Context: an optimization exercise on an open-source flow, tuned for small area. The choices shown serve that exercise and are no tape-out recipe. The RTL was checked by simulation tests, not by an equivalence proof against the original design. Power and IR drop assume default switching activity.

### flow/design.v
module l1 (
    input clk,
    input rst,
    input we,
    input [31:0] a,
    input [31:0] data,
    input en,   
    output logic hit,
    output logic [31:0] q
);
  logic [15:0] valid;
  logic [27:0] tag [16];
  logic [31:0] line[16];
  wire [15:0] sel = 16'd1 << a[3:0];
  always_ff @(posedge clk or posedge rst) begin
    if (rst) valid <= 16'd0;
    else if (we) valid <= valid | sel;
  end
  always_ff @(posedge clk) begin
    for (int i = 0; i < 16; i++)
      if (we && sel[i]) begin
        tag[i]  <= a[31:4];
        line[i] <= data;
      end
  end
  logic [27:0] tq;
  wire [15:0] rsel = sel & {16{en}};
  for (genvar b = 0; b < 28; b++) begin : rt
    logic [15:0] col;
    always_comb for (int i = 0; i < 16; i++) col[i] = tag[i][b];
    rd16 u (.s(sel), .d(col), .y(tq[b]));
  end
  for (genvar b = 0; b < 32; b++) begin : rq
    logic [15:0] col;
    always_comb for (int i = 0; i < 16; i++) col[i] = line[i][b];
    rd16 u (.s(rsel), .d(col), .y(q[b]));
  end
  assign hit = |(valid & sel) && (tq == a[31:4]);
endmodule
module l2 (
    input clk,
    input rst,
    input we,
    input [31:0] a,
    input [31:0] data,
    input en,   
    output logic hit,
    output logic [31:0] q
);
  logic [2:0]  fill[16];
  logic [25:0] tag [16][4];
  logic [31:0] line[16][4];
  wire [15:0] sel = 16'd1 << a[5:2];
  logic [2:0] cnt;
  always_comb begin
    cnt = '0;
    for (int i = 0; i < 16; i++) cnt = cnt | (fill[i] & {3{sel[i]}});
  end
  wire [3:0] vq = {cnt[2], cnt[2] | (cnt[1] & cnt[0]), cnt[2] | cnt[1], |cnt};
  wire [3:0] free = {~cnt[2] & cnt[1] & cnt[0], ~cnt[2] & cnt[1] & ~cnt[0],
                     ~cnt[2] & ~cnt[1] & cnt[0], ~cnt[2] & ~cnt[1] & ~cnt[0]};
  always_ff @(posedge clk or posedge rst) begin
    if (rst) begin
      for (int i = 0; i < 16; i++) fill[i] <= 3'd0;
    end else if (we && !cnt[2]) begin
      for (int i = 0; i < 16; i++)
        if (sel[i]) fill[i] <= cnt + 3'd1;
    end
  end
  always_ff @(posedge clk) begin
    for (int i = 0; i < 16; i++)
      for (int w = 0; w < 4; w++)
        if (we && sel[i] && free[w]) begin
          tag[i][w]  <= a[31:6];
          line[i][w] <= data;
        end
  end
  logic [25:0] tq[4];
  logic [3:0]  m;
  logic [3:0]  first;
  for (genvar w = 0; w < 4; w++) begin : way
    for (genvar b = 0; b < 26; b++) begin : rt
      logic [15:0] col;
      always_comb for (int i = 0; i < 16; i++) col[i] = tag[i][w][b];
      rd16 u (.s(sel), .d(col), .y(tq[w][b]));
    end
    assign m[w] = vq[w] && (tq[w] == a[31:6]);
  end
  assign first = m & ~{m[2:0] | {m[1:0], 1'b0} | {m[0], 2'b0}, 1'b0};
  assign hit = |m;
  logic [31:0] dq[4];
  for (genvar w = 0; w < 4; w++) begin : wayq
    wire [15:0] rsel = sel & {16{first[w] & en}};
    for (genvar b = 0; b < 32; b++) begin : rq
      logic [15:0] col;
      always_comb for (int i = 0; i < 16; i++) col[i] = line[i][w][b];
      rd16 u (.s(rsel), .d(col), .y(dq[w][b]));
    end
  end
  assign q = dq[0] | dq[1] | dq[2] | dq[3];
endmodule
module mem (
    input clk,
    input rst,
    input we,
    input [4:0] a,
    input [31:0] data,
    input en,   
    output logic [31:0] q
);
  logic [31:0] valid;
  logic [31:0] word[32];
  wire [31:0] sel = 32'd1 << a;
  always_ff @(posedge clk or posedge rst) begin
    if (rst) valid <= 32'd0;
    else if (we) valid <= valid | sel;
  end
  always_ff @(posedge clk) begin
    for (int k = 0; k < 32; k++)
      if (we && sel[k]) word[k] <= data;
  end
  wire [31:0] rsel = sel & valid & {32{en}};
  for (genvar b = 0; b < 32; b++) begin : rq
    logic [31:0] col;
    always_comb for (int k = 0; k < 32; k++) col[k] = word[k][b];
    rd32 u (.s(rsel), .d(col), .y(q[b]));
  end
endmodule
module controller #(
    parameter WORD_SIZE = 32,
    parameter L1_DELAY  = 3,
    parameter L2_DELAY  = 3
) (
    input clk,
    input rst,
    input wr_en,
    input [WORD_SIZE - 1:0] addr,
    input [WORD_SIZE - 1:0] data,
    output logic [WORD_SIZE - 1:0] data_out
);
  logic [31:0] addr_prev;
  logic [1:0]  cnt;
  logic        phase;
  logic        l1_hit, l2_hit;
  logic [31:0] l1_out, l2_out, mem_out;
  wire cache_we = phase & wr_en;
  wire rd   = ~wr_en;
  wire use1 = ~phase & l1_hit;
  wire use2 = ~phase & l2_hit & ~l1_hit;
  l1 l1_cache (
      .clk(clk), .rst(rst), .we(cache_we), .a(addr_prev), .data(data),
      .en(rd & use1), .hit(l1_hit), .q(l1_out)
  );
  l2 l2_cache (
      .clk(clk), .rst(rst), .we(cache_we), .a(addr_prev), .data(data),
      .en(rd & use2), .hit(l2_hit), .q(l2_out)
  );
  mem memory (
      .clk(clk), .rst(rst), .we(wr_en), .a(addr[4:0]), .data(data),
      .en(rd & ~use1 & ~use2), .q(mem_out)
  );
  wire same = (addr == addr_prev);
  always_ff @(posedge clk or posedge rst) begin
    if (rst) begin
      phase     <= 1'b0;
      cnt       <= 2'd0;
      addr_prev <= 32'd0;
      data_out  <= 32'd0;
    end else begin
      phase     <= ~phase;
      addr_prev <= addr;
      if (!same) cnt <= 2'd0;
      else begin
        cnt <= cnt + 2'd1;
        if (cnt == 2'd3)
          data_out <= (data & {32{wr_en}}) | l1_out | l2_out | mem_out;
      end
    end
  end
endmodule
module aoi222 (
    input  a1, a2, b1, b2, c1, c2,
    output y
);
  assign y = ~((a1 & a2) | (b1 & b2) | (c1 & c2));
endmodule
module aoi22 (
    input  a1, a2, b1, b2,
    output y
);
  assign y = ~((a1 & a2) | (b1 & b2));
endmodule
module rd16 (
    input  [15:0] s,
    input  [15:0] d,
    output        y
);
  wire [5:0] n;
  for (genvar g = 0; g < 5; g++) begin : grp
    aoi222 u (.a1(s[3*g]), .a2(d[3*g]), .b1(s[3*g+1]), .b2(d[3*g+1]),
              .c1(s[3*g+2]), .c2(d[3*g+2]), .y(n[g]));
  end
  assign n[5] = ~(s[15] & d[15]);
  assign y = ~&n;
endmodule
module rd32 (
    input  [31:0] s,
    input  [31:0] d,
    output        y
);
  wire [10:0] n;
  for (genvar g = 0; g < 10; g++) begin : grp
    aoi222 u (.a1(s[3*g]), .a2(d[3*g]), .b1(s[3*g+1]), .b2(d[3*g+1]),
              .c1(s[3*g+2]), .c2(d[3*g+2]), .y(n[g]));
  end
  aoi22 u_last (.a1(s[30]), .a2(d[30]), .b1(s[31]), .b2(d[31]), .y(n[10]));
  assign y = ~&n;
endmodule
### flow/flow/run.sh
#!/bin/bash
# Standard layout, except that clock tree synthesis inserts no dummy loads
# (they only pad the clock tree's leaf levels) and clusters the flip-flops
# into leaf groups of at most 16 driven by clkbuf_8.
set -euo pipefail
cts_args="-sink_clustering_enable -repair_clock_nets -dont_use_dummy_load"
cts_args+=" -buf_list sky130_fd_sc_hd__clkbuf_8"
cts_args+=" -sink_clustering_size 16 -sink_clustering_max_diameter 50"
bash standard.sh "CTS_ARGS=$cts_args" finish > standard_flow.log 2>&1
### flow/config.mk
export PLATFORM = sky130hd
export DESIGN_NAME = controller
export DESIGN_NICKNAME = controller
export VERILOG_FILES = /design/flow/design.v
export SDC_FILE = /design/flow/constraint.sdc
export NUM_CORES = 4
export LEC_CHECK = 0
export CAP_MARGIN = 20
export CORE_MARGIN = 2
export CORE_UTILIZATION = 50
export PLACE_DENSITY = 0.65
export SLEW_MARGIN = 20
export SYNTH_HIERARCHICAL = 1
export SYNTH_MINIMUM_KEEP_SIZE = 0
### flow/constraint.sdc
create_clock -name core_clock -period 10.0 [get_ports {clk}]
set_input_delay 2.0000 -clock core_clock [delete_from_list [all_inputs] [get_ports {clk}]]
set_output_delay 2.0000 -clock core_clock [all_outputs]
set_load 0.01 [all_outputs]
### flow/standard.sh
#!/bin/bash
# synth_recipe.tcl (not shown) runs the flow's synth.tcl, then flattens the netlist and writes it again
# the make line also repeats each setting of config.mk as NAME=value (left out here)
make -C /OpenROAD-flow-scripts/flow DESIGN_CONFIG=/design/flow/config.mk WORK_HOME=/design/flow/orfs CLKGATE_MAP_FILE= SYNTH_SCRIPT=/design/flow/synth_recipe.tcl "${@:-finish}"
==> flow_summary.yaml, run 1 <==
setup_path:
  cp-end-kind: "flip-flop"
  cp_common_cell: "nor2_1"
  r2r_slack_ps: 560
  crit_family: "simple AND/OR/NAND/NOR gates"
  r2r-start: "addr_prev[2]"
  r2r_end: "data_out[1]"
  startpoint_type: "flip-flop"
  crit_buf_inv: 3
  crit_type: "reg -> reg"
  critPathArrivalTime_ps: 10530
  cp_slowest_stage_delay_ps: 880
  path_cells: "nor2_1 > nand3_1 > inv_4 > buf_4 > a222oi_1 > nand4_1 > xor2_1 > nor4_1 > nand4_1 > o21ai_2 > o21bai_1 > nor2_1 > nor2_1 > nor2_1 > and4bb_2 > and3_1 > buf_4 > a222oi_1 > nand4_1 > or3_1 > a2111oi_0 > mux2i_1"
  crit_slowest_cell: "inv_4"
  cp.required_ps: 11080
  r2r.worst_path.cells: 22
  crit_path_max_fanout: 55
run_status:
  outcome: "no timing/DRC/antenna violations"
logic_synthesis:
  avgSynthCellArea_um2: 21.3
  synth_ff_type: "edfxtp_1"
  netlist_area_um2: 205000
  synth-edff-count: 5696
  syn_nets: 9724
  ys_seq_area_share_pct: 85.2
  synth_warnings: 21
  ys_types: 73
  netlist_instances: 9653
  synth-async-reset-ratio_pct: 2.78
  ys_ff_latch: 5859
hold_path:
  hold_path.startpoint: "cnt[0]"
  holdPathStages: 1
  min_to: "cnt[0]"
  hp-class: "reg -> reg"
global_routing:
  antenna_found_initial: 51
  grt_pass1_vias: 113000
  grt_first_pass_wirelength_mm: 858
  grt_use_total_pct: 29.0
  grt_start_max_net_pins: 97
  grt_overflow: 0
floorplan:
  pin_count: 99
  fp-row-count: 235
  die_h_um: 645
  die-area_um2: 416000
  start_util_pct: 50.2
  coreArea_um2: 409000
  die-width_um: 645
clocking:
  post_cts_buffers: 0
  cts-resized-gates: 0
  cts_buffers: 472
  cts_tree: "built"
  hold_buffers: 0
  clock_path_buffers: 4
  cts-root-buf: "clkbuf_8"
  htreeDepth: 5
  cts_sinks: 5859
  path_clk_slew_ps: 100
  clkLatencyLatePin_ps: 1250
route:
  drt_wl_total_mm: 619
  drc: 0
  first_pass_iters: 13
  first_iter_violations: 24900
  drtAntennaViolNets: 0
  wl_per_cell_um: 38.4
  via_per_inst: 7.19
  vias: 116000
cells_and_area:
  layout.nets: 10700
  drive_gt1_share_pct: 12.4
  syn_to_final_growth_pct: 9.48
  final_common_cell: "edfxtp_1"
  nFillCells: 30500
  layout_common_cells: "5696 x edfxtp_1, 1780 x a222oi_1, 472 x clkbuf_8"
placed_design:
  io_buffers: 98
  globalplace.congestion: 0.864
  dp.final_hpwl_mm: 342
  dp_slack_ps: 699
sta:
  finalMaxSlewViolations: 0
  final.setup.tns_ps: 0
  worstMarginPinSlew_ps: 1220
  period_share_pct: 94.4
  rsz0062_at_grt: "no"
  setup_ws_ps: 558
  slew_headroom_pct: 18.9
  setup-violations-final: 0
  fmax_ghz: 0.106
  fin_skew_ps: 163
  finalHoldViolCount: 0
  fin_crit_ps: 9440
flow_run:
  maxCapViolCount: 0
power_and_ir_drop:
  powerDensity_nw_per_um2: 178
  ir_drop_mv: 0.129
  p_leak_nw: 67.8
-- synth_stat cells, drive strengths merged, types with 5 or more instances --
cell type	instances	area, µm²
nand4	387	2440
nor2b	16	100
a22oi	36	430
a2111oi	33	289
edfxtp	5696	171000
xnor2	102	893
a222oi	1780	17800
nor4	20	174
dfrtp	163	4080
o21bai	49	383
nand2	342	1300
nor2	152	596
nand3	47	263
and2	11	68.8
nand3b	5	37.5
or2	20	125
mux2	36	405
xor2	62	543
mux2i	41	410
or4	33	248
and3	354	2210
or3	32	200
nand2b	12	75.1
buf	37	245
inv	61	229
clkbuf	25	93.8
nor3	45	225
-- per-layer routing --
layer | track usage (%) | up-vias | part of all wire (%)
li1 | - | 45600 | -
met3 | 7.09 | 1323 | 15
met1 | 40.0 | 59500 | 35
met2 | 44.8 | 9443 | 45
met5 | 0.116 | - | 0.039
met4 | 11.9 | 30 | 4.6
-- metrics by stage --
stage               total power, W  utilization, %  cell area [µm²]  cells  hold WS, ps
finish                      0.0400            55.0           225000  16100          459
global route                0.0410            55.0           225000  16100          458
CTS                         0.0401            54.9           225000  16100          453
detailed placement          0.0292            53.3           218000  15600          443
global placement            0.0291            53.3           218000  15600          418
floorplan                   0.0283               -           205000   9653          409
-- power by group --
part / internal, W / switching (W)
clock network: 0.00418 / 0.00716
registers: 0.0271 / 0.000112
logic: 0.000371 / 0.00110
-- cell families (layout without fill, tap and decap cells) --
logic type / after synthesis / in the layout / synth area share (%)
DFF: 5859 / 5859 / 85.2
AOI/OAI and AO/OA: 1922 / 1922 / 9.30
and+or+nand+nor: 1502 / 1502 / 4.05
xor gates and xnor gates: 164 / 164 / 0.699
buffers and inverters: 123 / 1102 / 0.276
muxes: 79 / 79 / 0.419
adders and majority gates: 4 / 4 / 0.0244
other: 0 / 19 / 0
-- layout make-up --
cell class                      count  area, µm²  share of cell area (%)
Antenna cell                       19       47.5                  0.0211
Clock buffer                      472       6500                    2.89
Inverter                           61        287                   0.127
Multi-Input combinational cell   3671      30900                    13.7
Sequential cell                  5859     175000                    77.9
Tap cell                         5451       6820                    3.03
Timing Repair Buffer              569       5250                    2.33
-- worst max path at each step --
stage,startpoint,end,slack [ps],cells past startpoint
final,addr_prev[2],data_out[1],560,22
after detailed placement,addr_prev[2],data_out[0],700,24
after global placement,addr_prev[2],data_out[0],380,24
after floorplan,addr_prev[4],data_out[16],870,30
after global routing,addr_prev[2],data_out[15],330,24
after CTS,addr_prev[2],data_out[0],640,24
-- worst reg2reg max path: cells and delay by family, from the launching register on --
family	cells	cell delay (ps)
compound gates	5	1690
flops	1	550
buf+inv	3	1680
xor+xnor	1	100
mux	1	120
simple gates	12	5170
-- per-module statistics from Yosys, one instance, submodules excluded --
module,cells inside,flops+latches,cell area (µm²),copies in the design
l1,1114,976,30200,1
controller,227,67,2890,1
rd32,4,0,23.8,32
aoi22,1,0,12.5,32
aoi222,1,0,10.0,1780
mem,1201,1056,32500,1
rd16,3,0,16.3,292
l2,4295,3760,116000,1
-- registers in the layout, summed over array words and instances, names as in the netlist --
signal,count
l2_cache.line,2048
l2_cache.tag,1664
memory.word,1024
l1_cache.line,512
l1_cache.tag,448
l2_cache.fill,48
addr_prev,32
data_out,32
memory.valid,32
l1_cache.valid,16
cnt,2
phase,1
==> run 2, diff against run 1 <==
==> flow/flow/run.sh (replaced) <==
#!/bin/bash
# Standard layout, except that clock tree synthesis inserts no dummy loads
# (they only pad the clock tree's leaf levels) and clusters the flip-flops
# into leaf groups of at most 18 driven by clkbuf_8.
set -euo pipefail
cts_args="-sink_clustering_enable -repair_clock_nets -dont_use_dummy_load"
cts_args+=" -buf_list sky130_fd_sc_hd__clkbuf_8"
cts_args+=" -sink_clustering_size 18 -sink_clustering_max_diameter 55"
bash standard.sh "CTS_ARGS=$cts_args" finish > standard_flow.log 2>&1
==> run 2 against run 1 <==
  * Clock skew down 5.6 ps
  * Non-clock buffer count unchanged
  * Maximum frequency down 0.85%
  * Critical path type unchanged
  * Critical endpoint unchanged
  * Highest routed layer unchanged
==> flow_summary.yaml, run 2 <==
setup_path:
  crit_buf_inv: 4
  r2r-start: "addr_prev[2]"
  crit_family: "simple AND/OR/NAND/NOR gates"
  startpoint: "addr_prev[2]"
  cp-end-kind: "flip-flop"
  cp.depth: 24
  crit_type: "reg -> reg"
  critPathArrivalTime_ps: 10550
  cp_slowest_stage_delay_ps: 890
  cp.required_ps: 11030
  crit_slowest_cell: "inv_4"
  startpoint_type: "flip-flop"
  r2r.worst_path.cells: 24
  crit_path_max_fanout: 55
  path_cells: "nor2_1 > nand3_1 > inv_4 > buf_4 > a222oi_1 > nand4_1 > xnor2_1 > nand4_1 > nor3_1 > nand4_1 > buf_4 > o21ai_2 > o21bai_1 > nor2_1 > nor2_1 > nor2_1 > and4bb_2 > and3_1 > buf_4 > a222oi_1 > nand4_1 > or3_1 > a2111oi_0 > mux2i_1"
cells_and_area:
  layout.nets: 10700
  final_common_cell: "edfxtp_1"
  nFillCells: 30600
  design_area_um2: 225000
  largest-register: "l2_cache.line"
  drive_gt1_share_pct: 12.2
  layout_common_cells: "5696 x edfxtp_1, 1780 x a222oi_1, 441 x clkbuf_8, 441 x buf_4, 386 x nand4_1"
  largest_reg_flops: 2048
  top_regs: "l2_cache.line x2048, l2_cache.tag x1664, memory.word x1024"
  syn_to_final_growth_pct: 9.28
logic_synthesis:
  ys_types: 73
  synth-async-reset-ratio_pct: 2.78
  synth_ff_type: "edfxtp_1"
  yosysTopAreaCellShare_pct: 83.2
  ys_seq_area_share_pct: 85.2
  netlist_area_um2: 205000
  ys_top_cells_by_count: "5696 x edfxtp_1, 1780 x a222oi_1, 386 x nand4_1"
  ys_ff_latch: 5859
  yosysTopAreaCell: "edfxtp_1"
  synthTopCellsByArea: "edfxtp_1 83%, a222oi_1 8.7%, dfrtp_1 2.0%"
  synth_warnings: 21
  synth-edff-count: 5696
  netlist_instances: 9653
  synth_most_common_cell: "edfxtp_1"
  avgSynthCellArea_um2: 21.3
  syn_nets: 9724
global_routing:
  grt_pass1_vias: 113000
  antenna_found_initial: 43
  grt_use_total_pct: 29.0
  grt_first_pass_wirelength_mm: 858
  grt_overflow: 0
  grt_start_max_net_pins: 97
route:
  vias: 116000
  via_per_inst: 7.22
  drt_wl_total_mm: 619
  first_iter_violations: 24300
  met2_length_mm: 281
  first_pass_iters: 14
  drtAntennaViolNets: 0
  drc: 0
  wl_per_cell_um: 38.5
  drt-met1-wl_mm: 221
  met3_length_mm: 88.6
  route.top_layer_used: "met5"
clocking:
  htreeDepth: 5
  cts_tree: "built"
  cts_sinks: 5859
  clock_path_buffers: 4
  clkLatencyLatePin_ps: 1250
  path_clk_slew_ps: 90
  hold_buffers: 0
  cts-root-buf: "clkbuf_8"
  post_cts_buffers: 0
  cts_buffers: 441
  cts-resized-gates: 0
floorplan:
  die_h_um: 645
  die-area_um2: 416000
  coreArea_um2: 409000
  die-width_um: 645
  start_util_pct: 50.2
  fp-row-count: 235
  pin_count: 99
placed_design:
  io_buffers: 98
  dp_slack_ps: 699
  postPlaceCellArea_um2: 218000
  globalplace.congestion: 0.864
  dp.final_hpwl_mm: 342
sta:
  finalMaxSlewViolations: 0
  finalHoldViolCount: 0
  rsz0062_at_grt: "no"
  slew_headroom_pct: 19.0
  whs_ps: 459
  period_share_pct: 95.2
  fmax_ghz: 0.105
  setup-violations-final: 0
  final.setup.tns_ps: 0
  worstMarginPinSlew_ps: 1210
  fin_crit_ps: 9520
  fin_skew_ps: 157
  setup_ws_ps: 477
hold_path:
  hold_path.startpoint: "cnt[0]"
  holdPathStages: 1
  hp-class: "reg -> reg"
power_and_ir_drop:
  clockPowerShare_pct: 27.8
  p_switching_w: 0.00831
  powerDensity_nw_per_um2: 177
  pwr-share-seq_pct: 68.5
  combPwrFrac_pct: 3.7
  p_leak_nw: 67.5
  power_w: 0.0397
  p_sw_share_pct: 20.9
  p_int_w: 0.0314
  ir_drop_mv: 0.135
run_status:
  outcome: "no timing/DRC/antenna violations"
flow_run:
  maxCapViolCount: 0
-- run 2: cell counts after synthesis --
Identical to the previous run, type by type.
-- run 2: area by class of cell --
cell class              instances  area [µm²]  share of cell area, %
diodes                         20        50.0                 0.0223
multi-input cells            3671       30900                   13.8
well taps                    5451        6820                   3.04
repair buffers                569        5250                   2.34
clock buffers                 441        6070                   2.70
inverters                      61         287                  0.128
flip-flops and latches       5859      175000                   78.0
-- run 2: modules after synthesis (local to each module, per instance) --
| module | cells inside | copies in the design |
|---|---|---|
| l2 | 4295 | 1 |
| mem | 1201 | 1 |
| l1 | 1114 | 1 |
| controller | 227 | 1 |
| rd32 | 4 | 32 |
| rd16 | 3 | 292 |
| aoi22 | 1 | 32 |
| aoi222 | 1 | 1780 |
-- run 2: cells by family (layout without fill, tap and decap cells) --
family | after synthesis | count (layout) | synth area share (%)
multiplexers | 79 | 79 | 0.419
adder cells (fa/ha/maj) | 4 | 4 | 0.0244
AO/OA/AOI/OAI | 1922 | 1922 | 9.30
XOR/XNOR | 164 | 164 | 0.699
AND/OR/NAND/NOR | 1502 | 1502 | 4.05
buffers and inverters | 123 | 1071 | 0.276
other | 0 | 20 | 0
flip-flops | 5859 | 5859 | 85.2
-- run 2: final timing paths --
path / to / slack, ps
worst max-delay path: data_out[1] / 480
min in group asynchronous: data_out[6] / 1420
worst min register to register: cnt[0] / 460
worst min-delay path: cnt[0] / 460
worst max register to register: data_out[1] / 480
max in group asynchronous: addr_prev[19] / 6990
-- run 2: per-layer routing --
metal | GRT usage, % | vias to the layer above
met5 | 0.116 | -
met4 | 11.7 | 28
met3 | 7.09 | 1281
met2 | 44.8 | 9409
met1 | 39.9 | 59800
li1 | - | 45500
-- run 2: power by group through the flow --
stage	clock [W]	sequential [W]	combinational (W)
2_1_floorplan	0	0.0278	0.000582
3_3_place_gp	0	0.0277	0.00140
3_5_place_dp	0	0.0277	0.00145
4_1_cts	0.0111	0.0272	0.00145
5_1_grt	0.0119	0.0272	0.00154
6_report	0.0110	0.0272	0.00147
-- run 2: per-stage QoR --
| stage | utilization (%) | std cells |
|---|---|---|
| CTS | 54.8 | 16100 |
| global placement | 53.3 | 15600 |
| floorplan | - | 9653 |
| global route | 54.8 | 16100 |
| finish | 54.9 | 16100 |
| detailed placement | 53.3 | 15600 |

==> static timing again, ports no longer ideal <==
No port has a modelled driver above. Below, the same layouts with a new extraction and two added sets of constraints.
Step 1: set_driving_cell puts a clkbuf_16 on clk and a buf_2 on each other input, an assumption about the parent block.
Step 2 moves the port delays by t, midway between the first and last clock arrival at a register: inputs arrive t later, outputs are due t later. That takes back most of the time a late clock gives input paths.
Three values: no drivers, after step 1, after step 2; two values: the first two.
run | shift t [ns] | slack for setup (ns) | latest minus earliest clock arrival (ns) | pins driven straight from the clock port
run 1 | 1.274 | 0.558 / 0.558 / 0.558 | 0.169 / 0.169 | 1
run 2 | 1.274 | 0.477 / 0.477 / 0.477 | 0.181 / 0.181 | 1
After both steps setup and hold are still met in every run listed.
